This is an optimization exercise on Yosys and OpenROAD, whose aim is small area and a short achievable clock period, not a production implementation.
Where RTL was checked, it was by simulation tests only, not by an equivalence proof against the original.
The RTL of runs 3 to 5 was laid out without a check of its function.
Power figures rest on the tool's default switching activity, not on a simulated workload.

==> flow/design.v, too long to show whole: its modules and the start of the top module <==
// module work_zyq: 59 lines
// module zq_rca: 15 lines
// module zq_cneg: 14 lines
// module zq_bcd29: 66 lines
// module zq_ctl: 20 lines
// module zq_v4: 163 lines
// module zq_mul15: 641 lines
// module zq_div15: 638 lines
module work_zyq(CLK,rst,keystat,dataout);
  // ...
==> flow/flow/run.sh <==
#!/bin/bash
# Own layout flow: the standard synthesis and layout, except that
#  - Yosys skips the quick ABC pass inside synth (-noabc), extracts full/half adder
#    cells only in the modules listed in flow/fa_modules.txt (kept apart until mapping,
#    then flattened like the rest), and maps the logic with the area-oriented ABC script
#    in flow/abc.script (no gate upsizing); the modules in flow/fast_modules.txt (the key
#    decoder zq_ctl) are mapped with ORFS's speed script;
#  - no buffers for module pass-through wires (modules are flattened after mapping);
#  - port buffers are buf_2 cells;
#  - the resizer's repair_timing aims at the slack in flow/margin.txt (the SDC's clock is
#    unchanged).
# Each tool's full output goes to a log file in the work folder.
set -euo pipefail
WORK=$(pwd)
FL=$WORK/flow
MARGIN=$(cat "$FL/margin.txt")
FAMODS=$(cat "$FL/fa_modules.txt")
FASTMODS=$(cat "$FL/fast_modules.txt")

sed -e "s#^source \$::env(SCRIPTS_DIR)/synth_preamble.tcl#source \$::env(SCRIPTS_DIR)/synth_preamble.tcl\nset abc_fast \$abc_args\nset abc_args [lreplace \$abc_args 1 1 $FL/abc.script]#" \
    -e "s#^  extract_fa {\*}\[dont_use_extract_fa_args\]\$#  extract_fa {*}[dont_use_extract_fa_args] $FAMODS#" \
    -e "s#^  log_cmd abc {\*}\$abc_args\$#  log_cmd abc {*}\$abc_fast $FASTMODS\n  log_cmd abc {*}\$abc_args \$::env(DESIGN_NAME) $FAMODS#" \
  "$FLOW_HOME/scripts/synth.tcl" > "$WORK/own_synth.tcl"
grep -q "lreplace \$abc_args 1 1" "$WORK/own_synth.tcl"
grep -q "abc_fast $FASTMODS" "$WORK/own_synth.tcl"
grep -q "extract_fa {\*}\[dont_use_extract_fa_args\] $FAMODS" "$WORK/own_synth.tcl"
sed "s#\$::env(SCRIPTS_DIR)/synth.tcl#$WORK/own_synth.tcl#" "$WORK/synth_recipe.tcl" > "$WORK/own_synth_recipe.tcl"
grep -q "own_synth.tcl" "$WORK/own_synth_recipe.tcl"
sed "s#SYNTH_SCRIPT=[^ ]*#SYNTH_SCRIPT=$WORK/own_synth_recipe.tcl#" "$WORK/standard.sh" > "$WORK/own_synth.sh"
grep -q "own_synth_recipe.tcl" "$WORK/own_synth.sh"

SYNTH_KEEP_MODULES="$FASTMODS $FAMODS" SYNTH_ARGS=-noabc SYNTH_INSBUF=0 bash "$WORK/own_synth.sh" synth > "$WORK/synth.log" 2>&1
export BUFFER_PORTS_ARGS="-buffer_cell sky130_fd_sc_hd__buf_2"
export SETUP_SLACK_MARGIN=$MARGIN
bash "$WORK/standard.sh" > "$WORK/layout.log" 2>&1
test -f "$WORK/out/final.def"
==> flow/flow/abc.script <==
strash
dch
amap
topo
==> flow/flow/fa_modules.txt <==
zq_mul15
==> flow/flow/fast_modules.txt <==
zq_ctl
==> flow/flow/margin.txt <==
174.6
==> flow/standard.sh <==
#!/bin/bash
# synth_recipe.tcl (not shown) runs the flow's synth.tcl, then flattens the netlist and writes it again
# the make line also repeats each setting of config.mk as NAME=value (left out here)
make -C /OpenROAD-flow-scripts/flow DESIGN_CONFIG=/design/flow/config.mk WORK_HOME=/design/flow/orfs CLKGATE_MAP_FILE= SYNTH_SCRIPT=/design/flow/synth_recipe.tcl "${@:-finish}"
==> flow/config.mk <==
export PLATFORM = sky130hd
export DESIGN_NAME = work_zyq
export DESIGN_NICKNAME = work_zyq
export VERILOG_FILES = /design/flow/design.v
export SDC_FILE = /design/flow/constraint.sdc
export NUM_CORES = 8
export LEC_CHECK = 0
export CAP_MARGIN = 20
export CORE_MARGIN = 2
export CORE_UTILIZATION = 40
export SLEW_MARGIN = 20
==> flow/constraint.sdc <==
create_clock -name core_clock -period 220.0 [get_ports {CLK}]
set_input_delay 44.0000 -clock core_clock [delete_from_list [all_inputs] [get_ports {CLK}]]
set_output_delay 44.0000 -clock core_clock [all_outputs]
set_load 0.01 [all_outputs]
==> impl_results.md, run 1 <==
- Post-synth EDFFs: 0
- Clk tree area frac: 0.00810
- Final setup vio count: 0
- Top post-synthesis cells by area: fa_1 (21%), nor2_1 (17%), o21ai_0 (9.7%), a21oi_1 (7.7%), clkinv_1 (7.1%)
- Later-pin clock latency in the skew report: 0.31 ns
- Most flops, register: dataout
- Post-Synthesis Cell Area: 15900 um2
- Routing usage on met1: 0.320
- Initial DRC count: 1426
- Hold Path Depth: 2
- Max Cap Viol: 0
- Placed Instance Area: 17000 um2
- Cts bufs inserted: 5
- Clock group total power: 8.31 uW
- DRC: 0
- Grt ovf: 0
- Adder-Cell Fraction of Synth Area: 0.226
- CTS tree: built
- Comb pwr: 121 uW
- Top post-synthesis cells by count: nor2_1 (730), o21ai_0 (307), clkinv_1 (299)
- Pre-CTS setup slack: 174.06 ns
- Largest regs: dataout: 32 flops, first: 15 flops, prestat: 5 flops
- Status: complete, no violations
- Sw Pwr: 83.5 uW
- Number of filler cells placed in the layout: 4143
- Routed length on met3: 3.29 mm
- WP buf/inv: 2
- Leakage: 6.57 nW
==> run 2, diff against run 1 <==
==> flow/flow/margin.txt (replaced) <==
174.4
==> run 2 against run 1 <==
Cell area decreased by 1.2%; total power decreased by 0.62%; die area unchanged; clock power decreased by 1%; global-route usage decreased by 0.23 points; via count increased by 0.21%; synthesized cell count unchanged; largest cell class unchanged; combinational power about the same; core utilization decreased by 0.52 points; flip-flop and latch count unchanged; first-iteration DRC count decreased by 8.8%; fmax decreased by 0.73%.
==> impl_results.md, run 2 <==
- Syn nets: 2725
- Startpoint Class: input pin
- Fmax: 21.9 MHz
- Share of cells above drive strength 1: 0.0420
- DRC: 0 (unchanged)
- Core Box Area: 38900 um2
- Most common cell after layout, fill and taps aside: nor2_1
- Port-buffer cells: 38
- Largest net degree at the start of global routing: 38
- RSZ-0062 raised after global routing: true
- Worst Setup SP: keystat[2]
- Placed Instance Area: 16900 um2 (-0.16%)
- Hold path startpoint: dataout[28]$_DFF_P_
- Total GRT Usage: 0.241
- Post-synth EDFFs: 0 (unchanged)
- Syn Area/Cell: 6.26 um2
- Areal power density over the cells: 8.04 nW/um2
- Metal-1 WL: 22.7 mm
- Vias in the first global route: 17.1k
- Clock sinks: 55
- Gpl congestion: 0.852
- Most frequent cell after synthesis: nor2_1
- Mean routed wirelength per cell: 15.9 um
- Clock Skews: 0.0113 ns
- Most frequent cells in the layout: nor2_1 (728), clkinv_1 (294), o21ai_0 (290), a21oi_1 (239), nand2_1 (179)
- Later-pin clock latency in the skew report: 0.31 ns (about the same)
- Die height: 203 um
- Final setup vio count: 0 (unchanged)
- Slew margin rel.: 0.364
- WP buf/inv: 3 (+1)
- Min cycle time layout: 45.67 ns
- Most flops, register: dataout
- Area leader, netlist: fa_1
- Post-route ant nets: 0
- CP max-delay cell: nor2_1
- Hold path endpoint: dataout[28]$_DFF_P_
- P&R area growth vs syn: 8.84%
- Initial DRC count: 1300 (-8.8%)
- Final Routed Wirelength: 49.8 mm
- Top_reg_cell synth: dfxtp_1
- FF-to-FF path depth: 260
- Hold Path Depth: 2 (unchanged)
- CTS Root Buffer Type: clkbuf_16
- Routed length on met3: 2.98 mm (-9.5%)
- Final instance area: 17300 um2
- Crit path largest cell delay: 0.56 ns
- Effective utilization at floorplan: 0.407
- # diodes: 0
- Top post-synthesis cells by count: nor2_1 (730), o21ai_0 (307), clkinv_1 (299)
- HP Class: flip-flop to flip-flop
- Max Cap Viol: 0 (unchanged)
- Crit path kind: input pin to flip-flop
- Vias per cell: 5.80
- Met2 wire length: 23.0 mm
- Fin Setup TNS: 0 ns
- Cts bufs inserted: 5 (unchanged)
- Area share of the largest cell type after synthesis: 0.215
- Leakage: 6.47 nW (-1.4%)
- Critical Path End Type: flip-flop
- Highest routed metal layer: met4
- Pre-CTS setup slack: 173.69 ns (-0.373 ns)
- Min Hold Slack: 0.477 ns
- Reg clk slew, reported paths: 0.07 ns
- CP most frequent cell: nor2_1
- Tot Pwr: 139 uW
- Initial antenna violation count: 0
- CP required: 220.19 ns
- Crit path cell chain: buf_2 -> xor2_1 -> nor2_1 -> a2111oi_2 -> buf_4 -> clkinv_4 -> nor2_1 -> a221oi_1 -> nand2b_1
- Post-synthesis cell type count: 46
- Row Count: 72
- CTS tree: built
- First-pass GRT wire length: 82.4 mm
- Max reg flops: 32
- Status: complete, no violations
- Seq/Total Area, Yosys: 0.0694
- RR Endpoint: dataout[0]$_DFF_P_
- Fin crit share: 0.208
- Pre-antenna DRT Iters: 7
- WP data arrival: 45.86 ns
- Syn. warnings: 2
- Ports: 39
- Post-synth ARST share: 0
- Maximum vdd drop: 0.0182 mV
- Synth Instances: 2534
- Worst path top cell family by delay: simple AND/OR/NAND/NOR gates
- Flops & latches, synth: 55
- Crit Path Max Fanout: 30
- H-tree levels: 2
- Worst setup margin: 174.33 ns
- CTS max path bufs: 2
- Via count: 18.2k
- Die ar.: 41200 um2
- Hold Fails Final Rpt: 0
- Net count, final: 2807
- RR Startpoint: dataout[12]$_DFF_P_
- Post-Synthesis Cell Area: 15900 um2 (unchanged)
- Largest regs: dataout: 32 flops, first: 15 flops, prestat: 5 flops
- Max-slew violations: 0
- Hpwl dp: 38.2 mm
- Top post-synthesis cells by area: fa_1 (21%), nor2_1 (17%), o21ai_0 (9.7%), a21oi_1 (7.7%), clkinv_1 (7.1%)
- DIE WIDTH: 203 um
- Grt ovf: 0 (unchanged)
- R2R setup slack: 179.49 ns
- Slew @ Worst Pin: 0.946 ns
==> run 2: cell counts after synthesis <==
Identical to the previous run, type by type.
==> run 2: power breakdown <==
group / internal, mW / switching, mW
registers: 0.0101 / 0.000226
clock network: 0.00422 / 0.00396
logic: 0.0413 / 0.0789
==> run 2: how the worst max path moves through the flow <==
| stage | to | slack (ns) | cells after the start |
|---|---|---|---|
| global placement | dataout[15]$_DFF_P_ | 173.75 | 6 |
| global route | dataout[0]$_DFF_P_ | 174.24 | 266 |
| finish | dataout[0]$_DFF_P_ | 174.33 | 9 |
| CTS | first[11]$_DFF_P_ | 174.41 | 6 |
| detailed placement | dataout[17]$_DFF_P_ | 173.69 | 6 |
| floorplan | dataout[15]$_DFF_P_ | 174.47 | 5 |
==> run 2: layout make-up <==
cell class	count	area, um2
well taps	518	648
repair buffers	73	453
inverters	301	1140
fillers	4107	21700
clock buffers	6	129
flip-flops and latches	55	1100
multi-input cells	2180	13800
clock inverters	2	12.5
==> run 2: per-module statistics from Yosys, one instance, submodules excluded <==
module	times used	flops+latches	area, um2	cells
work_zyq	1	55	11000	2063
zq_mul15	1	0	4700	442
zq_ctl	1	0	191	29
==> run 2: repair_timing <==
item	in CTS	in global routing
pin swaps	1	3
resized for setup	2	38
buffers inserted	1	7
setup endpoints to repair	18	36
hold buffers	0	0
gates cloned	1	1
==> run 2: metal layers <==
metal / vias to the layer above / GRT usage
li1: 9111 / -
met1: 8481 / 0.322
met2: 513 / 0.411
met3: 83 / 0.0292
met4: 0 / 0.0633
met5: - / 0
==> run 2: kinds of logic after synthesis <==
logic type | count (synthesis) | synth area share
and+or+nand+nor | 1018 | 0.256
AOI/OAI and AO/OA | 918 | 0.346
buffers and inverters | 301 | 0.0713
adders and majority gates | 184 | 0.226
xor gates and xnor gates | 58 | 0.0320
DFF | 55 | 0.0694
==> run 2: metrics by stage <==
step | util | cells
4_1_cts | 0.439 | 3127
5_1_grt | 0.443 | 3135
6_report | 0.443 | 3135
3_3_place_gp | 0.435 | 3117
2_1_floorplan | - | 2534
3_5_place_dp | 0.435 | 3117
==> run 2: worst register-to-register path, delay by kind of cell (launching register included) <==
kind                   cells  cell delay, ns
AO/OA/AOI/OAI            111           19.55
XOR/XNOR                   5            1.33
buffers and inverters     39            5.30
flip-flops                 1            0.45
AND/OR/NAND/NOR          105           13.81
==> module zq_bcd29, before the edit <==
module zq_bcd29(b, d);
	input [28:0] b;
	output [31:0] d;
	function [3:0] ndig;
		input integer i;
		begin
			case (i)
			0: ndig = 4'd8;
			1: ndig = 4'd8;
			2: ndig = 4'd7;
			3: ndig = 4'd7;
			4: ndig = 4'd7;
			5: ndig = 4'd6;
			6: ndig = 4'd6;
			7: ndig = 4'd6;
			8: ndig = 4'd6;
			9: ndig = 4'd5;
			10: ndig = 4'd5;
			11: ndig = 4'd5;
			12: ndig = 4'd4;
			13: ndig = 4'd4;
			14: ndig = 4'd4;
			15: ndig = 4'd3;
			16: ndig = 4'd3;
			17: ndig = 4'd3;
			18: ndig = 4'd3;
			19: ndig = 4'd2;
			20: ndig = 4'd2;
			21: ndig = 4'd2;
			22: ndig = 4'd1;
			23: ndig = 4'd1;
			24: ndig = 4'd1;
			25: ndig = 4'd0;
			26: ndig = 4'd0;
			27: ndig = 4'd0;
			28: ndig = 4'd0;
			default: ndig = 4'd8;
			endcase
		end
	endfunction
	function [3:0] add3;
		input [3:0] a;
		begin
			add3[3] = a[3] | (a[2] & (a[1] | a[0]));
			add3[2] = add3[3] ? (a[3] & a[0]) : a[2];
			add3[1] = add3[3] ? ~(a[1] ^ a[0]) : a[1];
			add3[0] = a[0] ^ add3[3];
		end
	endfunction
	function [31:0] conv;
		input [28:0] b;
		reg [35:0] x;
		integer i, k;
		begin
			x = 36'd0;
			for (i = 28; i >= 0; i = i - 1) begin
				for (k = 0; k < 8; k = k + 1)
					if (k < ndig(i))
						x[4*k +: 4] = add3(x[4*k +: 4]);
				x = {x[34:0], b[i]};
			end
			conv = x[31:0];
		end
	endfunction
	assign d = conv(b);
endmodule
==> run 3, diff against run 2 <==
--- a/flow/design.v
+++ b/flow/design.v
@@ -91,39 +91,2 @@
 	output [31:0] d;
-	function [3:0] ndig;
-		input integer i;
-		begin
-			case (i)
-			0: ndig = 4'd8;
-			1: ndig = 4'd8;
-			2: ndig = 4'd7;
-			3: ndig = 4'd7;
-			4: ndig = 4'd7;
-			5: ndig = 4'd6;
-			6: ndig = 4'd6;
-			7: ndig = 4'd6;
-			8: ndig = 4'd6;
-			9: ndig = 4'd5;
-			10: ndig = 4'd5;
-			11: ndig = 4'd5;
-			12: ndig = 4'd4;
-			13: ndig = 4'd4;
-			14: ndig = 4'd4;
-			15: ndig = 4'd3;
-			16: ndig = 4'd3;
-			17: ndig = 4'd3;
-			18: ndig = 4'd3;
-			19: ndig = 4'd2;
-			20: ndig = 4'd2;
-			21: ndig = 4'd2;
-			22: ndig = 4'd1;
-			23: ndig = 4'd1;
-			24: ndig = 4'd1;
-			25: ndig = 4'd0;
-			26: ndig = 4'd0;
-			27: ndig = 4'd0;
-			28: ndig = 4'd0;
-			default: ndig = 4'd8;
-			endcase
-		end
-	endfunction
 	function [3:0] add3;
@@ -137,18 +100,352 @@
 	endfunction
-	function [31:0] conv;
-		input [28:0] b;
-		reg [35:0] x;
-		integer i, k;
-		begin
-			x = 36'd0;
-			for (i = 28; i >= 0; i = i - 1) begin
-				for (k = 0; k < 8; k = k + 1)
-					if (k < ndig(i))
-						x[4*k +: 4] = add3(x[4*k +: 4]);
-				x = {x[34:0], b[i]};
-			end
-			conv = x[31:0];
-		end
-	endfunction
-	assign d = conv(b);
+	wire [3:0] x0_0 = 4'd0;
+	wire [3:0] x0_1 = 4'd0;
+	wire [3:0] x0_2 = 4'd0;
+	wire [3:0] x0_3 = 4'd0;
+	wire [3:0] x0_4 = 4'd0;
+	wire [3:0] x0_5 = 4'd0;
+	wire [3:0] x0_6 = 4'd0;
+	wire [3:0] x0_7 = 4'd0;
+	wire [3:0] x1_0 = {x0_0[2:0], b[28]};
+	wire [3:0] x1_1 = {x0_1[2:0], x0_0[3]};
+	wire [3:0] x1_2 = {x0_2[2:0], x0_1[3]};
+	wire [3:0] x1_3 = {x0_3[2:0], x0_2[3]};
+	wire [3:0] x1_4 = {x0_4[2:0], x0_3[3]};
+	wire [3:0] x1_5 = {x0_5[2:0], x0_4[3]};
+	wire [3:0] x1_6 = {x0_6[2:0], x0_5[3]};
+	wire [3:0] x1_7 = {x0_7[2:0], x0_6[3]};
+	wire [3:0] x2_0 = {x1_0[2:0], b[27]};
+	wire [3:0] x2_1 = {x1_1[2:0], x1_0[3]};
+	wire [3:0] x2_2 = {x1_2[2:0], x1_1[3]};
+	wire [3:0] x2_3 = {x1_3[2:0], x1_2[3]};
+	wire [3:0] x2_4 = {x1_4[2:0], x1_3[3]};
+	wire [3:0] x2_5 = {x1_5[2:0], x1_4[3]};
+	wire [3:0] x2_6 = {x1_6[2:0], x1_5[3]};
+	wire [3:0] x2_7 = {x1_7[2:0], x1_6[3]};
+	wire [3:0] x3_0 = {x2_0[2:0], b[26]};
+	wire [3:0] x3_1 = {x2_1[2:0], x2_0[3]};
+	wire [3:0] x3_2 = {x2_2[2:0], x2_1[3]};
+	wire [3:0] x3_3 = {x2_3[2:0], x2_2[3]};
+	wire [3:0] x3_4 = {x2_4[2:0], x2_3[3]};
+	wire [3:0] x3_5 = {x2_5[2:0], x2_4[3]};
+	wire [3:0] x3_6 = {x2_6[2:0], x2_5[3]};
+	wire [3:0] x3_7 = {x2_7[2:0], x2_6[3]};
+	wire [3:0] x4_0 = {x3_0[2:0], b[25]};
+	wire [3:0] x4_1 = {x3_1[2:0], x3_0[3]};
+	wire [3:0] x4_2 = {x3_2[2:0], x3_1[3]};
+	wire [3:0] x4_3 = {x3_3[2:0], x3_2[3]};
+	wire [3:0] x4_4 = {x3_4[2:0], x3_3[3]};
+	wire [3:0] x4_5 = {x3_5[2:0], x3_4[3]};
+	wire [3:0] x4_6 = {x3_6[2:0], x3_5[3]};
+	wire [3:0] x4_7 = {x3_7[2:0], x3_6[3]};
+	wire [3:0] a4_0 = add3(x4_0);
+	wire [3:0] x5_0 = {a4_0[2:0], b[24]};
+	wire [3:0] x5_1 = {x4_1[2:0], a4_0[3]};
+	wire [3:0] x5_2 = {x4_2[2:0], x4_1[3]};
+	wire [3:0] x5_3 = {x4_3[2:0], x4_2[3]};
+	wire [3:0] x5_4 = {x4_4[2:0], x4_3[3]};
+	wire [3:0] x5_5 = {x4_5[2:0], x4_4[3]};
+	wire [3:0] x5_6 = {x4_6[2:0], x4_5[3]};
+	wire [3:0] x5_7 = {x4_7[2:0], x4_6[3]};
+	wire [3:0] a5_0 = add3(x5_0);
+	wire [3:0] x6_0 = {a5_0[2:0], b[23]};
+	wire [3:0] x6_1 = {x5_1[2:0], a5_0[3]};
+	wire [3:0] x6_2 = {x5_2[2:0], x5_1[3]};
+	wire [3:0] x6_3 = {x5_3[2:0], x5_2[3]};
+	wire [3:0] x6_4 = {x5_4[2:0], x5_3[3]};
+	wire [3:0] x6_5 = {x5_5[2:0], x5_4[3]};
+	wire [3:0] x6_6 = {x5_6[2:0], x5_5[3]};
+	wire [3:0] x6_7 = {x5_7[2:0], x5_6[3]};
+	wire [3:0] a6_0 = add3(x6_0);
+	wire [3:0] x7_0 = {a6_0[2:0], b[22]};
+	wire [3:0] x7_1 = {x6_1[2:0], a6_0[3]};
+	wire [3:0] x7_2 = {x6_2[2:0], x6_1[3]};
+	wire [3:0] x7_3 = {x6_3[2:0], x6_2[3]};
+	wire [3:0] x7_4 = {x6_4[2:0], x6_3[3]};
+	wire [3:0] x7_5 = {x6_5[2:0], x6_4[3]};
+	wire [3:0] x7_6 = {x6_6[2:0], x6_5[3]};
+	wire [3:0] x7_7 = {x6_7[2:0], x6_6[3]};
+	wire [3:0] a7_0 = add3(x7_0);
+	wire [3:0] a7_1 = add3(x7_1);
+	wire [3:0] x8_0 = {a7_0[2:0], b[21]};
+	wire [3:0] x8_1 = {a7_1[2:0], a7_0[3]};
+	wire [3:0] x8_2 = {x7_2[2:0], a7_1[3]};
+	wire [3:0] x8_3 = {x7_3[2:0], x7_2[3]};
+	wire [3:0] x8_4 = {x7_4[2:0], x7_3[3]};
+	wire [3:0] x8_5 = {x7_5[2:0], x7_4[3]};
+	wire [3:0] x8_6 = {x7_6[2:0], x7_5[3]};
+	wire [3:0] x8_7 = {x7_7[2:0], x7_6[3]};
+	wire [3:0] a8_0 = add3(x8_0);
+	wire [3:0] a8_1 = add3(x8_1);
+	wire [3:0] x9_0 = {a8_0[2:0], b[20]};
+	wire [3:0] x9_1 = {a8_1[2:0], a8_0[3]};
+	wire [3:0] x9_2 = {x8_2[2:0], a8_1[3]};
+	wire [3:0] x9_3 = {x8_3[2:0], x8_2[3]};
+	wire [3:0] x9_4 = {x8_4[2:0], x8_3[3]};
+	wire [3:0] x9_5 = {x8_5[2:0], x8_4[3]};
+	wire [3:0] x9_6 = {x8_6[2:0], x8_5[3]};
+	wire [3:0] x9_7 = {x8_7[2:0], x8_6[3]};
+	wire [3:0] a9_0 = add3(x9_0);
+	wire [3:0] a9_1 = add3(x9_1);
+	wire [3:0] x10_0 = {a9_0[2:0], b[19]};
+	wire [3:0] x10_1 = {a9_1[2:0], a9_0[3]};
+	wire [3:0] x10_2 = {x9_2[2:0], a9_1[3]};
+	wire [3:0] x10_3 = {x9_3[2:0], x9_2[3]};
+	wire [3:0] x10_4 = {x9_4[2:0], x9_3[3]};
+	wire [3:0] x10_5 = {x9_5[2:0], x9_4[3]};
+	wire [3:0] x10_6 = {x9_6[2:0], x9_5[3]};
+	wire [3:0] x10_7 = {x9_7[2:0], x9_6[3]};
+	wire [3:0] a10_0 = add3(x10_0);
+	wire [3:0] a10_1 = add3(x10_1);
+	wire [3:0] a10_2 = add3(x10_2);
+	wire [3:0] x11_0 = {a10_0[2:0], b[18]};
+	wire [3:0] x11_1 = {a10_1[2:0], a10_0[3]};
+	wire [3:0] x11_2 = {a10_2[2:0], a10_1[3]};
+	wire [3:0] x11_3 = {x10_3[2:0], a10_2[3]};
+	wire [3:0] x11_4 = {x10_4[2:0], x10_3[3]};
+	wire [3:0] x11_5 = {x10_5[2:0], x10_4[3]};
+	wire [3:0] x11_6 = {x10_6[2:0], x10_5[3]};
+	wire [3:0] x11_7 = {x10_7[2:0], x10_6[3]};
+	wire [3:0] a11_0 = add3(x11_0);
+	wire [3:0] a11_1 = add3(x11_1);
+	wire [3:0] a11_2 = add3(x11_2);
+	wire [3:0] x12_0 = {a11_0[2:0], b[17]};
+	wire [3:0] x12_1 = {a11_1[2:0], a11_0[3]};
+	wire [3:0] x12_2 = {a11_2[2:0], a11_1[3]};
+	wire [3:0] x12_3 = {x11_3[2:0], a11_2[3]};
+	wire [3:0] x12_4 = {x11_4[2:0], x11_3[3]};
+	wire [3:0] x12_5 = {x11_5[2:0], x11_4[3]};
+	wire [3:0] x12_6 = {x11_6[2:0], x11_5[3]};
+	wire [3:0] x12_7 = {x11_7[2:0], x11_6[3]};
+	wire [3:0] a12_0 = add3(x12_0);
+	wire [3:0] a12_1 = add3(x12_1);
+	wire [3:0] a12_2 = add3(x12_2);
+	wire [3:0] x13_0 = {a12_0[2:0], b[16]};
+	wire [3:0] x13_1 = {a12_1[2:0], a12_0[3]};
+	wire [3:0] x13_2 = {a12_2[2:0], a12_1[3]};
+	wire [3:0] x13_3 = {x12_3[2:0], a12_2[3]};
+	wire [3:0] x13_4 = {x12_4[2:0], x12_3[3]};
+	wire [3:0] x13_5 = {x12_5[2:0], x12_4[3]};
+	wire [3:0] x13_6 = {x12_6[2:0], x12_5[3]};
+	wire [3:0] x13_7 = {x12_7[2:0], x12_6[3]};
+	wire [3:0] a13_0 = add3(x13_0);
+	wire [3:0] a13_1 = add3(x13_1);
+	wire [3:0] a13_2 = add3(x13_2);
+	wire [3:0] x14_0 = {a13_0[2:0], b[15]};
+	wire [3:0] x14_1 = {a13_1[2:0], a13_0[3]};
+	wire [3:0] x14_2 = {a13_2[2:0], a13_1[3]};
+	wire [3:0] x14_3 = {x13_3[2:0], a13_2[3]};
+	wire [3:0] x14_4 = {x13_4[2:0], x13_3[3]};
+	wire [3:0] x14_5 = {x13_5[2:0], x13_4[3]};
+	wire [3:0] x14_6 = {x13_6[2:0], x13_5[3]};
+	wire [3:0] x14_7 = {x13_7[2:0], x13_6[3]};
+	wire [3:0] a14_0 = add3(x14_0);
+	wire [3:0] a14_1 = add3(x14_1);
+	wire [3:0] a14_2 = add3(x14_2);
+	wire [3:0] a14_3 = add3(x14_3);
+	wire [3:0] x15_0 = {a14_0[2:0], b[14]};
+	wire [3:0] x15_1 = {a14_1[2:0], a14_0[3]};
+	wire [3:0] x15_2 = {a14_2[2:0], a14_1[3]};
+	wire [3:0] x15_3 = {a14_3[2:0], a14_2[3]};
+	wire [3:0] x15_4 = {x14_4[2:0], a14_3[3]};
+	wire [3:0] x15_5 = {x14_5[2:0], x14_4[3]};
+	wire [3:0] x15_6 = {x14_6[2:0], x14_5[3]};
+	wire [3:0] x15_7 = {x14_7[2:0], x14_6[3]};
+	wire [3:0] a15_0 = add3(x15_0);
+	wire [3:0] a15_1 = add3(x15_1);
+	wire [3:0] a15_2 = add3(x15_2);
+	wire [3:0] a15_3 = add3(x15_3);
+	wire [3:0] x16_0 = {a15_0[2:0], b[13]};
+	wire [3:0] x16_1 = {a15_1[2:0], a15_0[3]};
+	wire [3:0] x16_2 = {a15_2[2:0], a15_1[3]};
+	wire [3:0] x16_3 = {a15_3[2:0], a15_2[3]};
+	wire [3:0] x16_4 = {x15_4[2:0], a15_3[3]};
+	wire [3:0] x16_5 = {x15_5[2:0], x15_4[3]};
+	wire [3:0] x16_6 = {x15_6[2:0], x15_5[3]};
+	wire [3:0] x16_7 = {x15_7[2:0], x15_6[3]};
+	wire [3:0] a16_0 = add3(x16_0);
+	wire [3:0] a16_1 = add3(x16_1);
+	wire [3:0] a16_2 = add3(x16_2);
+	wire [3:0] a16_3 = add3(x16_3);
+	wire [3:0] x17_0 = {a16_0[2:0], b[12]};
+	wire [3:0] x17_1 = {a16_1[2:0], a16_0[3]};
+	wire [3:0] x17_2 = {a16_2[2:0], a16_1[3]};
+	wire [3:0] x17_3 = {a16_3[2:0], a16_2[3]};
+	wire [3:0] x17_4 = {x16_4[2:0], a16_3[3]};
+	wire [3:0] x17_5 = {x16_5[2:0], x16_4[3]};
+	wire [3:0] x17_6 = {x16_6[2:0], x16_5[3]};
+	wire [3:0] x17_7 = {x16_7[2:0], x16_6[3]};
+	wire [3:0] a17_0 = add3(x17_0);
+	wire [3:0] a17_1 = add3(x17_1);
+	wire [3:0] a17_2 = add3(x17_2);
+	wire [3:0] a17_3 = add3(x17_3);
+	wire [3:0] a17_4 = add3(x17_4);
+	wire [3:0] x18_0 = {a17_0[2:0], b[11]};
+	wire [3:0] x18_1 = {a17_1[2:0], a17_0[3]};
+	wire [3:0] x18_2 = {a17_2[2:0], a17_1[3]};
+	wire [3:0] x18_3 = {a17_3[2:0], a17_2[3]};
+	wire [3:0] x18_4 = {a17_4[2:0], a17_3[3]};
+	wire [3:0] x18_5 = {x17_5[2:0], a17_4[3]};
+	wire [3:0] x18_6 = {x17_6[2:0], x17_5[3]};
+	wire [3:0] x18_7 = {x17_7[2:0], x17_6[3]};
+	wire [3:0] a18_0 = add3(x18_0);
+	wire [3:0] a18_1 = add3(x18_1);
+	wire [3:0] a18_2 = add3(x18_2);
+	wire [3:0] a18_3 = add3(x18_3);
+	wire [3:0] a18_4 = add3(x18_4);
+	wire [3:0] x19_0 = {a18_0[2:0], b[10]};
+	wire [3:0] x19_1 = {a18_1[2:0], a18_0[3]};
+	wire [3:0] x19_2 = {a18_2[2:0], a18_1[3]};
+	wire [3:0] x19_3 = {a18_3[2:0], a18_2[3]};
+	wire [3:0] x19_4 = {a18_4[2:0], a18_3[3]};
+	wire [3:0] x19_5 = {x18_5[2:0], a18_4[3]};
+	wire [3:0] x19_6 = {x18_6[2:0], x18_5[3]};
+	wire [3:0] x19_7 = {x18_7[2:0], x18_6[3]};
+	wire [3:0] a19_0 = add3(x19_0);
+	wire [3:0] a19_1 = add3(x19_1);
+	wire [3:0] a19_2 = add3(x19_2);
+	wire [3:0] a19_3 = add3(x19_3);
+	wire [3:0] a19_4 = add3(x19_4);
+	wire [3:0] x20_0 = {a19_0[2:0], b[9]};
+	wire [3:0] x20_1 = {a19_1[2:0], a19_0[3]};
+	wire [3:0] x20_2 = {a19_2[2:0], a19_1[3]};
+	wire [3:0] x20_3 = {a19_3[2:0], a19_2[3]};
+	wire [3:0] x20_4 = {a19_4[2:0], a19_3[3]};
+	wire [3:0] x20_5 = {x19_5[2:0], a19_4[3]};
+	wire [3:0] x20_6 = {x19_6[2:0], x19_5[3]};
+	wire [3:0] x20_7 = {x19_7[2:0], x19_6[3]};
+	wire [3:0] a20_0 = add3(x20_0);
+	wire [3:0] a20_1 = add3(x20_1);
+	wire [3:0] a20_2 = add3(x20_2);
+	wire [3:0] a20_3 = add3(x20_3);
+	wire [3:0] a20_4 = add3(x20_4);
+	wire [3:0] a20_5 = add3(x20_5);
+	wire [3:0] x21_0 = {a20_0[2:0], b[8]};
+	wire [3:0] x21_1 = {a20_1[2:0], a20_0[3]};
+	wire [3:0] x21_2 = {a20_2[2:0], a20_1[3]};
+	wire [3:0] x21_3 = {a20_3[2:0], a20_2[3]};
+	wire [3:0] x21_4 = {a20_4[2:0], a20_3[3]};
+	wire [3:0] x21_5 = {a20_5[2:0], a20_4[3]};
+	wire [3:0] x21_6 = {x20_6[2:0], a20_5[3]};
+	wire [3:0] x21_7 = {x20_7[2:0], x20_6[3]};
+	wire [3:0] a21_0 = add3(x21_0);
+	wire [3:0] a21_1 = add3(x21_1);
+	wire [3:0] a21_2 = add3(x21_2);
+	wire [3:0] a21_3 = add3(x21_3);
+	wire [3:0] a21_4 = add3(x21_4);
+	wire [3:0] a21_5 = add3(x21_5);
+	wire [3:0] x22_0 = {a21_0[2:0], b[7]};
+	wire [3:0] x22_1 = {a21_1[2:0], a21_0[3]};
+	wire [3:0] x22_2 = {a21_2[2:0], a21_1[3]};
+	wire [3:0] x22_3 = {a21_3[2:0], a21_2[3]};
+	wire [3:0] x22_4 = {a21_4[2:0], a21_3[3]};
+	wire [3:0] x22_5 = {a21_5[2:0], a21_4[3]};
+	wire [3:0] x22_6 = {x21_6[2:0], a21_5[3]};
+	wire [3:0] x22_7 = {x21_7[2:0], x21_6[3]};
+	wire [3:0] a22_0 = add3(x22_0);
+	wire [3:0] a22_1 = add3(x22_1);
+	wire [3:0] a22_2 = add3(x22_2);
+	wire [3:0] a22_3 = add3(x22_3);
+	wire [3:0] a22_4 = add3(x22_4);
+	wire [3:0] a22_5 = add3(x22_5);
+	wire [3:0] x23_0 = {a22_0[2:0], b[6]};
+	wire [3:0] x23_1 = {a22_1[2:0], a22_0[3]};
+	wire [3:0] x23_2 = {a22_2[2:0], a22_1[3]};
+	wire [3:0] x23_3 = {a22_3[2:0], a22_2[3]};
+	wire [3:0] x23_4 = {a22_4[2:0], a22_3[3]};
+	wire [3:0] x23_5 = {a22_5[2:0], a22_4[3]};
+	wire [3:0] x23_6 = {x22_6[2:0], a22_5[3]};
+	wire [3:0] x23_7 = {x22_7[2:0], x22_6[3]};
+	wire [3:0] a23_0 = add3(x23_0);
+	wire [3:0] a23_1 = add3(x23_1);
+	wire [3:0] a23_2 = add3(x23_2);
+	wire [3:0] a23_3 = add3(x23_3);
+	wire [3:0] a23_4 = add3(x23_4);
+	wire [3:0] a23_5 = add3(x23_5);
+	wire [3:0] x24_0 = {a23_0[2:0], b[5]};
+	wire [3:0] x24_1 = {a23_1[2:0], a23_0[3]};
+	wire [3:0] x24_2 = {a23_2[2:0], a23_1[3]};
+	wire [3:0] x24_3 = {a23_3[2:0], a23_2[3]};
+	wire [3:0] x24_4 = {a23_4[2:0], a23_3[3]};
+	wire [3:0] x24_5 = {a23_5[2:0], a23_4[3]};
+	wire [3:0] x24_6 = {x23_6[2:0], a23_5[3]};
+	wire [3:0] x24_7 = {x23_7[2:0], x23_6[3]};
+	wire [3:0] a24_0 = add3(x24_0);
+	wire [3:0] a24_1 = add3(x24_1);
+	wire [3:0] a24_2 = add3(x24_2);
+	wire [3:0] a24_3 = add3(x24_3);
+	wire [3:0] a24_4 = add3(x24_4);
+	wire [3:0] a24_5 = add3(x24_5);
+	wire [3:0] a24_6 = add3(x24_6);
+	wire [3:0] x25_0 = {a24_0[2:0], b[4]};
+	wire [3:0] x25_1 = {a24_1[2:0], a24_0[3]};
+	wire [3:0] x25_2 = {a24_2[2:0], a24_1[3]};
+	wire [3:0] x25_3 = {a24_3[2:0], a24_2[3]};
+	wire [3:0] x25_4 = {a24_4[2:0], a24_3[3]};
+	wire [3:0] x25_5 = {a24_5[2:0], a24_4[3]};
+	wire [3:0] x25_6 = {a24_6[2:0], a24_5[3]};
+	wire [3:0] x25_7 = {x24_7[2:0], a24_6[3]};
+	wire [3:0] a25_0 = add3(x25_0);
+	wire [3:0] a25_1 = add3(x25_1);
+	wire [3:0] a25_2 = add3(x25_2);
+	wire [3:0] a25_3 = add3(x25_3);
+	wire [3:0] a25_4 = add3(x25_4);
+	wire [3:0] a25_5 = add3(x25_5);
+	wire [3:0] a25_6 = add3(x25_6);
+	wire [3:0] x26_0 = {a25_0[2:0], b[3]};
+	wire [3:0] x26_1 = {a25_1[2:0], a25_0[3]};
+	wire [3:0] x26_2 = {a25_2[2:0], a25_1[3]};
+	wire [3:0] x26_3 = {a25_3[2:0], a25_2[3]};
+	wire [3:0] x26_4 = {a25_4[2:0], a25_3[3]};
+	wire [3:0] x26_5 = {a25_5[2:0], a25_4[3]};
+	wire [3:0] x26_6 = {a25_6[2:0], a25_5[3]};
+	wire [3:0] x26_7 = {x25_7[2:0], a25_6[3]};
+	wire [3:0] a26_0 = add3(x26_0);
+	wire [3:0] a26_1 = add3(x26_1);
+	wire [3:0] a26_2 = add3(x26_2);
+	wire [3:0] a26_3 = add3(x26_3);
+	wire [3:0] a26_4 = add3(x26_4);
+	wire [3:0] a26_5 = add3(x26_5);
+	wire [3:0] a26_6 = add3(x26_6);
+	wire [3:0] x27_0 = {a26_0[2:0], b[2]};
+	wire [3:0] x27_1 = {a26_1[2:0], a26_0[3]};
+	wire [3:0] x27_2 = {a26_2[2:0], a26_1[3]};
+	wire [3:0] x27_3 = {a26_3[2:0], a26_2[3]};
+	wire [3:0] x27_4 = {a26_4[2:0], a26_3[3]};
+	wire [3:0] x27_5 = {a26_5[2:0], a26_4[3]};
+	wire [3:0] x27_6 = {a26_6[2:0], a26_5[3]};
+	wire [3:0] x27_7 = {x26_7[2:0], a26_6[3]};
+	wire [3:0] a27_0 = add3(x27_0);
+	wire [3:0] a27_1 = add3(x27_1);
+	wire [3:0] a27_2 = add3(x27_2);
+	wire [3:0] a27_3 = add3(x27_3);
+	wire [3:0] a27_4 = add3(x27_4);
+	wire [3:0] a27_5 = add3(x27_5);
+	wire [3:0] a27_6 = add3(x27_6);
+	wire [3:0] a27_7 = add3(x27_7);
+	wire [3:0] x28_0 = {a27_0[2:0], b[1]};
+	wire [3:0] x28_1 = {a27_1[2:0], a27_0[3]};
+	wire [3:0] x28_2 = {a27_2[2:0], a27_1[3]};
+	wire [3:0] x28_3 = {a27_3[2:0], a27_2[3]};
+	wire [3:0] x28_4 = {a27_4[2:0], a27_3[3]};
+	wire [3:0] x28_5 = {a27_5[2:0], a27_4[3]};
+	wire [3:0] x28_6 = {a27_6[2:0], a27_5[3]};
+	wire [3:0] x28_7 = {a27_7[2:0], a27_6[3]};
+	wire [3:0] a28_0 = add3(x28_0);
+	wire [3:0] a28_1 = add3(x28_1);
+	wire [3:0] a28_2 = add3(x28_2);
+	wire [3:0] a28_3 = add3(x28_3);
+	wire [3:0] a28_4 = add3(x28_4);
+	wire [3:0] a28_5 = add3(x28_5);
+	wire [3:0] a28_6 = add3(x28_6);
+	wire [3:0] a28_7 = add3(x28_7);
+	wire [3:0] x29_0 = {a28_0[2:0], b[0]};
+	wire [3:0] x29_1 = {a28_1[2:0], a28_0[3]};
+	wire [3:0] x29_2 = {a28_2[2:0], a28_1[3]};
+	wire [3:0] x29_3 = {a28_3[2:0], a28_2[3]};
+	wire [3:0] x29_4 = {a28_4[2:0], a28_3[3]};
+	wire [3:0] x29_5 = {a28_5[2:0], a28_4[3]};
+	wire [3:0] x29_6 = {a28_6[2:0], a28_5[3]};
+	wire [3:0] x29_7 = {a28_7[2:0], a28_6[3]};
+	assign d = {x29_7, x29_6, x29_5, x29_4, x29_3, x29_2, x29_1, x29_0};
 endmodule
--- a/flow/flow/run.sh
+++ b/flow/flow/run.sh
@@ -34,2 +34,4 @@
 export SETUP_SLACK_MARGIN=$MARGIN
+# the resizer moves repair_timing may use
+export SETUP_MOVE_SEQUENCE=$(cat "$FL/move_sequence.txt")
 bash "$WORK/standard.sh" > "$WORK/layout.log" 2>&1
==> flow/flow/move_sequence.txt (new file) <==
sizeup,swap
==> run 3 against run 2 <==
Die area unchanged; flip-flop and latch count unchanged; cell area up 1.3%; fmax up 0.29%; hold slack better by 0.010 ns; critical path type unchanged; clock skew down 0.00069 ns; wire length down 2.3%; non-clock buffer count down 8; first-iteration DRC count down 12%.
==> impl_results.md, run 3 <==
- Status: complete, no violations
- # diodes: 0 (unchanged)
- Reg clk slew, reported paths: 0.08 ns (about the same)
- CP required: 220.22 ns (+0.03 ns)
- Sw frac: 0.600 (+0.00137)
- CTS max path bufs: 2 (unchanged)
- Critical Path End Type: flip-flop
- Leakage: 6.51 nW (+0.58%)
- Later-pin clock latency in the skew report: 0.30 ns (about the same)
- Most flops, register: dataout
- Synth Instances: 2534 (unchanged)
- Largest regs: dataout: 32 flops, first: 15 flops, prestat: 5 flops
- Initial DRC count: 1138 (-12%)
- Most common cell after layout, fill and taps aside: nor2_1
- Syn. warnings: 2 (unchanged)
- Vias in the first global route: 16.7k (-2.4%)
- Via count: 17.9k (-1.7%)
- Fmax: 22.0 MHz (+0.29%)
- Hpwl dp: 38.0 mm (-0.42%)
- Crit Path Max Fanout: 25 (-17%)
- Post-synth EDFFs: 0 (unchanged)
- Seq/Total Area, Yosys: 0.0694 (unchanged)
- Final setup vio count: 0 (unchanged)
- Post-Synthesis Cell Area: 15900 um2 (unchanged)
- Initial antenna violation count: 0 (unchanged)
- WP data arrival: 45.76 ns (-0.10 ns)
- Area leader, netlist: fa_1
- Pre-antenna DRT Iters: 7 (unchanged)
- Areal power density over the cells: 7.98 nW/um2 (-0.75%)
- Logic pwr share: 0.867 (about the same)
- FF-to-FF path depth: 267 (+2.7%)
- CTS tree: built
- Die height: 203 um (unchanged)
- Mean routed wirelength per cell: 15.5 um (-2.0%)
- Post-synth ARST share: 0 (unchanged)
- Min cycle time layout: 45.54 ns (-0.130 ns)
- Syn Area/Cell: 6.26 um2 (unchanged)
- Post-route ant nets: 0 (unchanged)
- Effective utilization at floorplan: 0.407 (unchanged)
- Clock Skews: 0.0106 ns (-0.000695 ns)
- RSZ-0062 raised after global routing: true
- Slew margin rel.: 0.372 (+0.00715)
- P&R area growth vs syn: 10.2%
- Row Count: 72 (unchanged)
- RR Startpoint: dataout[6]$_DFF_P_
- Fin crit share: 0.207 (-0.000591)
- Syn nets: 2725 (unchanged)
- Final instance area: 17500 um2 (+1.3%)
- Clock sinks: 55 (unchanged)
- Die ar.: 41200 um2 (unchanged)
- Fin Setup TNS: 0 ns (unchanged)
- HP Class: flip-flop to flip-flop
- Flops & latches, synth: 55 (unchanged)
- Post-synthesis cell type count: 46 (unchanged)
- Total GRT Usage: 0.234 (-0.00648)
- Power Internal: 55.7 uW (+0.16%)
- Grt ovf: 0 (unchanged)
- Net count, final: 2797 (-0.36%)
- Max Cap Viol: 0 (unchanged)
- Startpoint Class: input pin
- Clock Power Share: 0.058 (about the same)
- Largest net degree at the start of global routing: 38 (unchanged)
- CTS Root Buffer Type: clkbuf_16
- Slew @ Worst Pin: 0.936 ns (-0.0106 ns)
- H-tree levels: 2 (unchanged)
- Ports: 39 (unchanged)
- Final Routed Wirelength: 48.6 mm (-2.3%)
- RR Endpoint: dataout[0]$_DFF_P_
- Worst Setup SP: keystat[3]
- Max-slew violations: 0 (unchanged)
- Cts bufs inserted: 5 (unchanged)
- Top_reg_cell synth: dfxtp_1
- Hold Fails Final Rpt: 0 (unchanged)
- Core Box Area: 38900 um2 (unchanged)
- Crit path kind: input pin to flip-flop
- Area share of the largest cell type after synthesis: 0.215 (unchanged)
- Maximum vdd drop: 0.0165 mV (-9.6%)
- Placed Instance Area: 16900 um2 (unchanged)
- Gpl congestion: 0.866 (+1.6%)
- Crit path to: dataout[15]$_DFF_P_
- R2R setup slack: 179.80 ns (+0.31 ns)
- DIE WIDTH: 203 um (unchanged)
- Share of cells above drive strength 1: 0.0549 (+0.0128)
- Port-buffer cells: 38 (unchanged)
- Most frequent cell after synthesis: nor2_1
- Most frequent cells in the layout: nor2_1 (723), clkinv_1 (292), o21ai_0 (282), a21oi_1 (235), nand2_1 (179)
- Sw Pwr: 83.7 uW (+0.73%)
- First-pass GRT wire length: 80.8 mm (-1.9%)
- DRC: 0 (unchanged)
- Sequential power share: 0.075 (about the same)
- Postcts setup bufs: 0 (-1)
- Top post-synthesis cells by count: nor2_1 (730), o21ai_0 (307), clkinv_1 (299)
- Max reg flops: 32 (unchanged)
- Vias per cell: 5.72 (-1.4%)
- Top post-synthesis cells by area: fa_1 (21%), nor2_1 (17%), o21ai_0 (9.7%), a21oi_1 (7.7%), clkinv_1 (7.1%)
-- run 3: cell counts after synthesis --
No cell type changed its count.
-- run 3: cells by family after synthesis --
logic type | after synthesis | share of synthesized area
xor+xnor | 58 | 0.0320
buf+inv | 301 | 0.0713
flops | 55 | 0.0694
fa+ha+maj | 184 | 0.226
compound gates | 918 | 0.346
simple gates | 1018 | 0.256
-- run 3: power groups by stage --
stage | combinational (mW) | clock, mW | sequential (mW)
after floorplan | 0.0919 | 0 | 0.0106
after global placement | 0.112 | 0 | 0.0106
after detailed placement | 0.115 | 0 | 0.0106
after CTS | 0.116 | 0.00827 | 0.0104
after global routing | 0.137 | 0.00871 | 0.0104
final | 0.121 | 0.00808 | 0.0104
-- run 3: critical path, cell delays in order --
cell and delay [ns]:
buf_12 0.12, xnor2_4 0.12, and3_4 0.22, a21oi_4 0.62, clkinvlp_4 0.46, o221ai_2 0.22
-- run 3: layout make-up --
| class | instances | area [um2] |
|---|---|---|
| Sequential cell | 55 | 1100 |
| Clock buffer | 6 | 129 |
| Fill cell | 4087 | 21400 |
| Clock inverter | 2 | 12.5 |
| Inverter | 301 | 1140 |
| Timing Repair Buffer | 65 | 438 |
| Tap cell | 518 | 648 |
| Multi-Input combinational cell | 2178 | 14000 |
-- run 3: stage by stage --
stage           util  total power, mW  hold slack (ns)  setup slack, ns  instances
6_report       0.449            0.139            0.486           174.46       3125
2_1_floorplan      -            0.102            0.449           174.47       2534
4_1_cts        0.439            0.135            0.482           174.46       3125
5_1_grt        0.449            0.156            0.503           174.22       3125
3_5_place_dp   0.435            0.126            0.471           173.68       3117
3_3_place_gp   0.435            0.122            0.457           173.73       3117
-- run 3: how the worst min path moves through the flow --
| stage | start | endpoint | cells past startpoint |
|---|---|---|---|
| 2_1_floorplan | preop[2]$_DFF_P_ | preop[2]$_DFF_P_ | 2 |
| 3_3_place_gp | dataout[28]$_DFF_P_ | dataout[28]$_DFF_P_ | 2 |
| 3_5_place_dp | preop[2]$_DFF_P_ | preop[2]$_DFF_P_ | 2 |
| 4_1_cts | preop[2]$_DFF_P_ | preop[2]$_DFF_P_ | 2 |
| 5_1_grt | preop[2]$_DFF_P_ | preop[2]$_DFF_P_ | 2 |
| 6_report | preop[2]$_DFF_P_ | preop[2]$_DFF_P_ | 2 |
-- run 3: Yosys stat by module (local to each module, per instance) --
module    area (um2)  flops+latches  copies in the design  cells
zq_ctl           191              0                     1     29
zq_mul15        4700              0                     1    442
work_zyq       11000             55                     1   2063
-- run 3: metal layers --
layer | up-vias | track usage | share of wire
met3 | 47 | 0.0260 | 0.047
met1 | 8322 | 0.315 | 0.46
met4 | 0 | 0.0381 | 0.011
met2 | 435 | 0.411 | 0.48
met5 | - | 0 | 0
li1 | 9069 | - | -
-- run 3: timing repair --
action / CTS / global route
resized for setup: 4 / 110
hold buffers: 0 / 0
hold endpoints to repair: 0 / 0
pin swaps: 1 / 27
endpoints found under the setup margin: 18 / 21
==> run 4, diff against run 3 <==
==> flow/flow/move_sequence.txt (replaced) <==
sizeup,swap,buffer
==> run 4 against run 3 <==
Still clean on timing, DRC and antenna; non-clock buffer count grew 11; die area is the same; critical path depth grew 1; total power grew 0.12%; synthesized area is the same; critical path type unchanged; critical endpoint unchanged; largest power group unchanged; highest routed layer unchanged.
==> impl_results.md, run 4 <==
- Post-Synthesis Cell Area: 15900 um2 (unchanged)
- Placed Instance Area: 16900 um2 (unchanged)
- R2R setup slack: 180.00 ns (+0.20 ns)
- P&R area growth vs syn: 9.36%
- CTS Root Buffer Type: clkbuf_16
- Top post-synthesis cells by count: nor2_1 (730), o21ai_0 (307), clkinv_1 (299)
- Reg clk slew, reported paths: 0.08 ns (about the same)
- WP data arrival: 45.75 ns (about the same)
- Effective utilization at floorplan: 0.407 (unchanged)
- Net count, final: 2808 (+0.39%)
- H-tree levels: 2 (unchanged)
- First-pass GRT wire length: 80.8 mm (unchanged)
- Ports: 39 (unchanged)
- CP required: 220.22 ns (about the same)
- Post-route ant nets: 0 (unchanged)
- Vias in the first global route: 16.7k (unchanged)
- Slew @ Worst Pin: 0.944 ns (+0.00881 ns)
- Final instance area: 17300 um2 (-0.77%)
- Post-synth EDFFs: 0 (unchanged)
- Area leader, netlist: fa_1
- Register Area: 1100 um2 (unchanged)
- Slew margin rel.: 0.366 (-0.00592)
- Initial antenna violation count: 0 (unchanged)
- CTS tree: built
- Top_reg_cell synth: dfxtp_1
- Post-synthesis cell type count: 46 (unchanged)
- Fin crit share: 0.207 (about the same)
- Hold Buf Count CTS: 0 (unchanged)
- Final Routed Wirelength: 48.6 mm (about the same)
- Leakage: 6.51 nW (about the same)
- HP Class: flip-flop to flip-flop
- Max Cap Viol: 0 (unchanged)
- DRC: 0 (unchanged)
- RR Startpoint: dataout[5]$_DFF_P_
- Worst setup margin: 174.47 ns (+0.0100 ns)
- Mean routed wirelength per cell: 15.5 um (-0.37%)
- Status: complete, no violations
- Post-synth ARST share: 0 (unchanged)
- Crit Path Max Fanout: 25 (unchanged)
- DIE WIDTH: 203 um (unchanged)
- Pre-CTS setup slack: 173.68 ns (unchanged)
- Synth Instances: 2534 (unchanged)
- Gpl congestion: 0.866 (unchanged)
- Areal power density over the cells: 8.05 nW/um2 (+0.90%)
- Area share of the largest cell type after synthesis: 0.215 (unchanged)
- Min cycle time layout: 45.53 ns (-0.0100 ns)
- Final setup vio count: 0 (unchanged)
- Max reg flops: 32 (unchanged)
- Maximum vdd drop: 0.0164 mV (-0.55%)
- Clock sinks: 55 (unchanged)
- Core Box Area: 38900 um2 (unchanged)
- Later-pin clock latency in the skew report: 0.30 ns (about the same)
- Syn. warnings: 2 (unchanged)
- Vias per cell: 5.71 (-0.13%)
- Placed Cells incl. Taps: 3117 (unchanged)
- Crit path kind: input pin to flip-flop
- Pre-antenna DRT Iters: 7 (unchanged)
- Min Hold Slack: 0.486 ns (-0.000927 ns)
- Clock Skews: 0.00956 ns (-0.00102 ns)
- Final Non-Filler Cells: 3136 (+0.35%)
- Fin Setup TNS: 0 ns (unchanged)
- Most flops, register: dataout
- RR Endpoint: dataout[0]$_DFF_P_
- Via count: 17.9k (+0.22%)
- Most frequent cells in the layout: nor2_1 (726), clkinv_1 (293), o21ai_0 (287), a21oi_1 (239), nand2_1 (179)
- Critical Path End Type: flip-flop
- Most common cell after layout, fill and taps aside: nor2_1
- Syn nets: 2725 (unchanged)
- Cts bufs inserted: 5 (unchanged)
- RSZ-0062 raised after global routing: true
- Initial DRC count: 1284 (+13%)
- Hold Fails Final Rpt: 0 (unchanged)
- Hold path endpoint: preop[2]$_DFF_P_
- CTS max path bufs: 2 (unchanged)
- Footprint of the multi-input gates: 13800 um2 (-1.3%)
- Largest net degree at the start of global routing: 38 (unchanged)
- Total GRT Usage: 0.234 (unchanged)
- Port-buffer cells: 38 (unchanged)
- Largest regs: dataout: 32 flops, first: 15 flops, prestat: 5 flops
- Top post-synthesis cells by area: fa_1 (21%), nor2_1 (17%), o21ai_0 (9.7%), a21oi_1 (7.7%), clkinv_1 (7.1%)
- Max-slew violations: 0 (unchanged)
- Most frequent cell after synthesis: nor2_1
- Fmax: 22.0 MHz (about the same)
- Hold path startpoint: preop[2]$_DFF_P_
- Hold Path Depth: 2 (unchanged)
- Grt ovf: 0 (unchanged)
- Row Count: 72 (unchanged)
- Syn Area/Cell: 6.26 um2 (unchanged)
- # diodes: 0 (unchanged)
- Number of filler cells placed in the layout: 4109 (+0.54%)
- Seq/Total Area, Yosys: 0.0694 (unchanged)
- Flops & latches, synth: 55 (unchanged)
- Die height: 203 um (unchanged)
- Share of cells above drive strength 1: 0.0470 (-0.00787)
- FF-to-FF path depth: 256 (-4.1%)
- Hpwl dp: 38.0 mm (unchanged)
- Die ar.: 41200 um2 (unchanged)
- Startpoint Class: input pin
run 4: cell count changes in the layout (fill, tap and decap cells not counted), moves of 4 or more:
cell      previous run  this run
o21ai_0            282       287
a21oi_1            235       239
a211oi_1            66        71
a21oi_2              8         4
a211oi_2             8         3
o221ai_1             6        12
buf_4               28        37
o221ai_2            10         4
buf_2               33        37
o21ai_2              9         5
run 4: Yosys stat by module (local to each module, per instance):
module,area [um2],flops+latches,copies in the design,cells
zq_mul15,4700,0,1,442
zq_ctl,191,0,1,29
work_zyq,11000,55,1,2063
run 4: critical path: stages:
cell and delay [ns]:
buf_2 0.16, xnor2_2 0.16, and3_4 0.21, a21oi_4 0.61
clkinvlp_4 0.24, buf_6 0.18, o221ai_1 0.16
run 4: how the worst max path moves through the flow:
stage                             from             endpoint
detailed placement          keystat[1]  dataout[15]$_DFF_P_
global route        dataout[5]$_DFF_P_   dataout[0]$_DFF_P_
CTS                         keystat[1]  dataout[15]$_DFF_P_
global placement            keystat[1]  dataout[15]$_DFF_P_
floorplan                   keystat[1]  dataout[15]$_DFF_P_
finish                      keystat[1]  dataout[15]$_DFF_P_
run 4: what timing repair did:
item	in CTS	in global routing
gates resized for setup	4	57
setup buffers	0	11
endpoints found under the setup margin	18	21
pin swaps	1	10
gates cloned	0	0
run 4: report_power, final:
| group | internal [mW] | switching [mW] |
|---|---|---|
| clock | 0.00422 | 0.00391 |
| combinational | 0.0417 | 0.0793 |
| sequential | 0.0101 | 0.000232 |
| total | 0.0561 | 0.0835 |
run 4: per-layer routing:
layer  share of wire  vias to the layer above  GRT usage
met4           0.011                        0     0.0381
met2            0.48                      451      0.411
met1            0.46                     8331      0.315
li1                -                     9082          -
met3           0.050                       49     0.0260
met5               0                        -          0
run 4: metrics by stage:
stage                     power [mW]   util
final                          0.140  0.446
after global routing           0.156  0.446
after global placement         0.122  0.435
after floorplan                0.102      -
after CTS                      0.135  0.439
after detailed placement       0.126  0.435
run 4: cell type report:
class,instances,share of cell area
multi-input combinational,2178,0.797
inverter,301,0.0660
sequential,55,0.0635
tap,518,0.0374
timing repair buffer,76,0.0280
clock buffer,6,0.00743
clock inverter,2,0.000722
run 4: cell families after synthesis:
kind of cell / Yosys count / share of synthesized area
compound gates: 918 / 0.346
simple gates: 1018 / 0.256
buf+inv: 301 / 0.0713
flops: 55 / 0.0694
xor+xnor: 58 / 0.0320
fa+ha+maj: 184 / 0.226
==> run 5, diff against run 4 <==
--- a/flow/flow/run.sh
+++ b/flow/flow/run.sh
@@ -34,4 +34,2 @@
 export SETUP_SLACK_MARGIN=$MARGIN
-# the resizer moves repair_timing may use
-export SETUP_MOVE_SEQUENCE=$(cat "$FL/move_sequence.txt")
 bash "$WORK/standard.sh" > "$WORK/layout.log" 2>&1
removed: flow/flow/move_sequence.txt
==> run 5 against run 4 <==
Sequential share of layout area hardly changed; critical path type unchanged; hold slack about the same; largest cell class unchanged; flip-flop and latch count stayed put; synthesized cell count unchanged; register-to-register slack got worse by 0.19 ns; combinational power about the same; clock-buffer cell count unchanged; highest routed layer unchanged; largest power group unchanged; first-iteration DRC count grew 9.0%; via count is 0.41% higher; cell area down 0.12%; die area unchanged.
==> impl_results.md, run 5 <==
- Status: complete, no violations
- Post-synth EDFFs: 0 (unchanged)
- Hold Buf Count CTS: 0 (unchanged)
- Die ar.: 41200 um2 (unchanged)
- Slew margin rel.: 0.367 (+0.00118)
- Top_reg_cell synth: dfxtp_1
- Share of cells above drive strength 1: 0.0450 (-0.00196)
- WP buf/inv: 3 (unchanged)
- Seq/Total Area, Yosys: 0.0694 (unchanged)
- Crit path largest cell delay: 0.52 ns (-0.09 ns)
- Synth Instances: 2534 (unchanged)
- Grt ovf: 0 (unchanged)
- Post-synth ARST share: 0 (unchanged)
- RSZ-0062 raised after global routing: true
- Most frequent cell after synthesis: nor2_1
- CTS max path bufs: 2 (unchanged)
- WP data arrival: 45.75 ns (about the same)
- Clock sinks: 55 (unchanged)
- Syn nets: 2725 (unchanged)
- Final setup vio count: 0 (unchanged)
- Port-buffer cells: 38 (unchanged)
- Startpoint Class: input pin
- Total GRT Usage: 0.237 (+0.00210)
- Syn. warnings: 2 (unchanged)
- Worst path top cell family by delay: compound AO/OA/AOI/OAI gates
- Flops & latches, synth: 55 (unchanged)
- Initial antenna violation count: 0 (unchanged)
- CP max-delay cell: or3_1
- DRC: 0 (unchanged)
- Net count, final: 2811 (+0.11%)
- Effective utilization at floorplan: 0.407 (unchanged)
- Max-slew violations: 0 (unchanged)
- Crit path kind: input pin to flip-flop
- Clock Skews: 0.00878 ns (-0.000782 ns)
- Initial DRC count: 1399 (+9.0%)
- Most flops, register: dataout
- H-tree levels: 2 (unchanged)
- Vias per cell: 5.73 (+0.32%)
- Later-pin clock latency in the skew report: 0.30 ns (about the same)
- Reg clk slew, reported paths: 0.08 ns (about the same)
- Hpwl dp: 38.0 mm (unchanged)
- Critical Path End Type: flip-flop
- Number of filler cells placed in the layout: 4110 (+0.024%)
- Min cycle time layout: 45.55 ns (+0.0160 ns)
- Largest net degree at the start of global routing: 38 (unchanged)
- Via count: 18.0k (+0.41%)
- Fin Setup TNS: 0 ns (unchanged)
- Most common cell after layout, fill and taps aside: nor2_1
- DIE WIDTH: 203 um (unchanged)
- Hold Fails Final Rpt: 0 (unchanged)
- Post-synthesis cell type count: 46 (unchanged)
- Core Box Area: 38900 um2 (unchanged)
- Cts bufs inserted: 5 (unchanged)
- Crit path cell chain: buf_2 -> xor2_1 -> or3_1 -> o21bai_1 -> clkinvlp_4 -> buf_12 -> o22ai_1
- Die height: 203 um (unchanged)
- Pre-antenna DRT Iters: 8 (+1)
- Syn Area/Cell: 6.26 um2 (unchanged)
- Slew @ Worst Pin: 0.943 ns (-0.00175 ns)
- Ports: 39 (unchanged)
- Fmax: 22.0 MHz (about the same)
- Maximum vdd drop: 0.0163 mV (-0.65%)
- Min Hold Slack: 0.485 ns (-0.000183 ns)
- Leakage: 6.51 nW (about the same)
- Most frequent cells in the layout: nor2_1 (725), clkinv_1 (294), o21ai_0 (290), a21oi_1 (239), nand2_1 (179)
- Post-route ant nets: 0 (unchanged)
- Mean routed wirelength per cell: 15.7 um (+1.3%)
- Area leader, netlist: fa_1
- CP required: 220.21 ns (about the same)
- # diodes: 0 (unchanged)
- Top post-synthesis cells by area: fa_1 (21%), nor2_1 (17%), o21ai_0 (9.7%), a21oi_1 (7.7%), clkinv_1 (7.1%)
- P&R area growth vs syn: 9.23%
- Post-Synthesis Cell Area: 15900 um2 (unchanged)
- CTS tree: built
- Largest regs: dataout: 32 flops, first: 15 flops, prestat: 5 flops
- Row Count: 72 (unchanged)
- HP Class: flip-flop to flip-flop
- First-pass GRT wire length: 81.3 mm (+0.63%)
- Max reg flops: 32 (unchanged)
- Final Routed Wirelength: 49.3 mm (+1.4%)
- Area share of the largest cell type after synthesis: 0.215 (unchanged)
- Areal power density over the cells: 8.06 nW/um2 (+0.19%)
- Gpl congestion: 0.866 (unchanged)
- Vias in the first global route: 16.7k (+0.16%)
- Top post-synthesis cells by count: nor2_1 (730), o21ai_0 (307), clkinv_1 (299)
- CTS Root Buffer Type: clkbuf_16
- Max Cap Viol: 0 (unchanged)
- Crit Path Max Fanout: 16 (-36%)
- Fin crit share: 0.207 (about the same)
-- run 5: report_power, final --
group	internal [mW]	switching, mW	total [mW]
combinational	0.0417	0.0794	0.121
sequential	0.0101	0.000228	0.0104
clock	0.00422	0.00388	0.00810
-- run 5: tightest hold or removal path: cells and delay by family, from the launching register on --
kind / cells / cell delay, ns
flops: 1 / 0.32
compound gates: 1 / 0.06
buf+inv: 1 / 0.06
-- run 5: worst paths after layout --
path	to	depth (start not counted)	slack, ns	from
worst max-delay path	first[13]$_DFF_P_	7	174.45	keystat[0]
worst min-delay path	preop[2]$_DFF_P_	2	0.49	preop[2]$_DFF_P_
worst max register to register	dataout[0]$_DFF_P_	254	179.81	dataout[5]$_DFF_P_
worst min register to register	preop[2]$_DFF_P_	2	0.49	preop[2]$_DFF_P_
-- run 5: what timing repair did --
item	4_1_cts	5_1_grt
resized for setup	2	43
setup endpoints to repair	18	37
cloned	1	1
setup buffers	1	11
pin swaps	1	5
-- run 5: cell type report --
type	count	area, um2	area share
sequential	55	1100	0.0636
timing repair buffer	77	495	0.0286
clock inverter	2	12.5	0.000722
tap	518	648	0.0374
multi-input combinational	2180	13800	0.796
clock buffer	6	129	0.00744
inverter	301	1140	0.0659
-- run 5: logic make-up (layout without fill, tap and decap cells) --
kind of cell,Yosys count,after routing,share of synthesized area
AOI/OAI and AO/OA,918,920,0.346
adders and majority gates,184,184,0.226
buffers and inverters,301,386,0.0713
DFF,55,55,0.0694
and+or+nand+nor,1018,1018,0.256
xor gates and xnor gates,58,58,0.0320
-- run 5: Yosys stat by module (local to each module, per instance) --
module / area [um2] / cells / flops+latches / copies in the design
work_zyq: 11000 / 2063 / 55 / 1
zq_mul15: 4700 / 442 / 0 / 1
zq_ctl: 191 / 29 / 0 / 1
-- run 5: layer usage --
layer  track usage  vias up  routed length, um
li1              -     9105                  -
met1         0.321     8354              22600
met2         0.412      481              23300
met3        0.0260       47               2750
met4        0.0383        0                567
met5             0        -                  0
-- run 5: metrics by stage --
step	total power [mW]	setup WS (ns)	cell area, um2	std cells	utilization
floorplan	0.102	174.47	15900	2534	-
global placement	0.122	173.73	16900	3117	0.435
detailed placement	0.126	173.68	16900	3117	0.435
CTS	0.135	174.38	17100	3127	0.439
global route	0.156	174.16	17300	3139	0.445
finish	0.140	174.45	17300	3139	0.445

afterwards: timing with drivers on the ports:
Ports are ideal in the flow. The routed layouts listed here were re-timed in OpenROAD.
Step 1 assumes that a clkbuf_16 drives the clock port and a buf_2 every other input.
Step 2 adds t to the input delays and takes it off the output delays; t is the mean of the earliest and latest rising clock arrival at the registers after step 1. Input paths then give back, and output paths get back, about the clock's delay inside the block.
Three values: ideal ports, drivers, drivers and shift; two values: the first two.
run	t (ns)	setup slack, ns	worst hold slack (ns)
run 1	0.348	174.665 / 174.692 / 174.344	0.484 / 0.484 / 0.484
run 2	0.352	174.330 / 174.356 / 174.004	0.477 / 0.477 / 0.477
run 3	0.347	174.460 / 174.462 / 174.116	0.486 / 0.486 / 0.486
run 4	0.348	174.470 / 174.497 / 174.149	0.486 / 0.486 / 0.486
run 5	0.346	174.454 / 174.481 / 174.135	0.485 / 0.485 / 0.485
After both steps setup and hold are still met in every run listed. The setup slack of run 3, which loses most, moves by +0.002 ns with the drivers and by -0.344 ns with both steps.
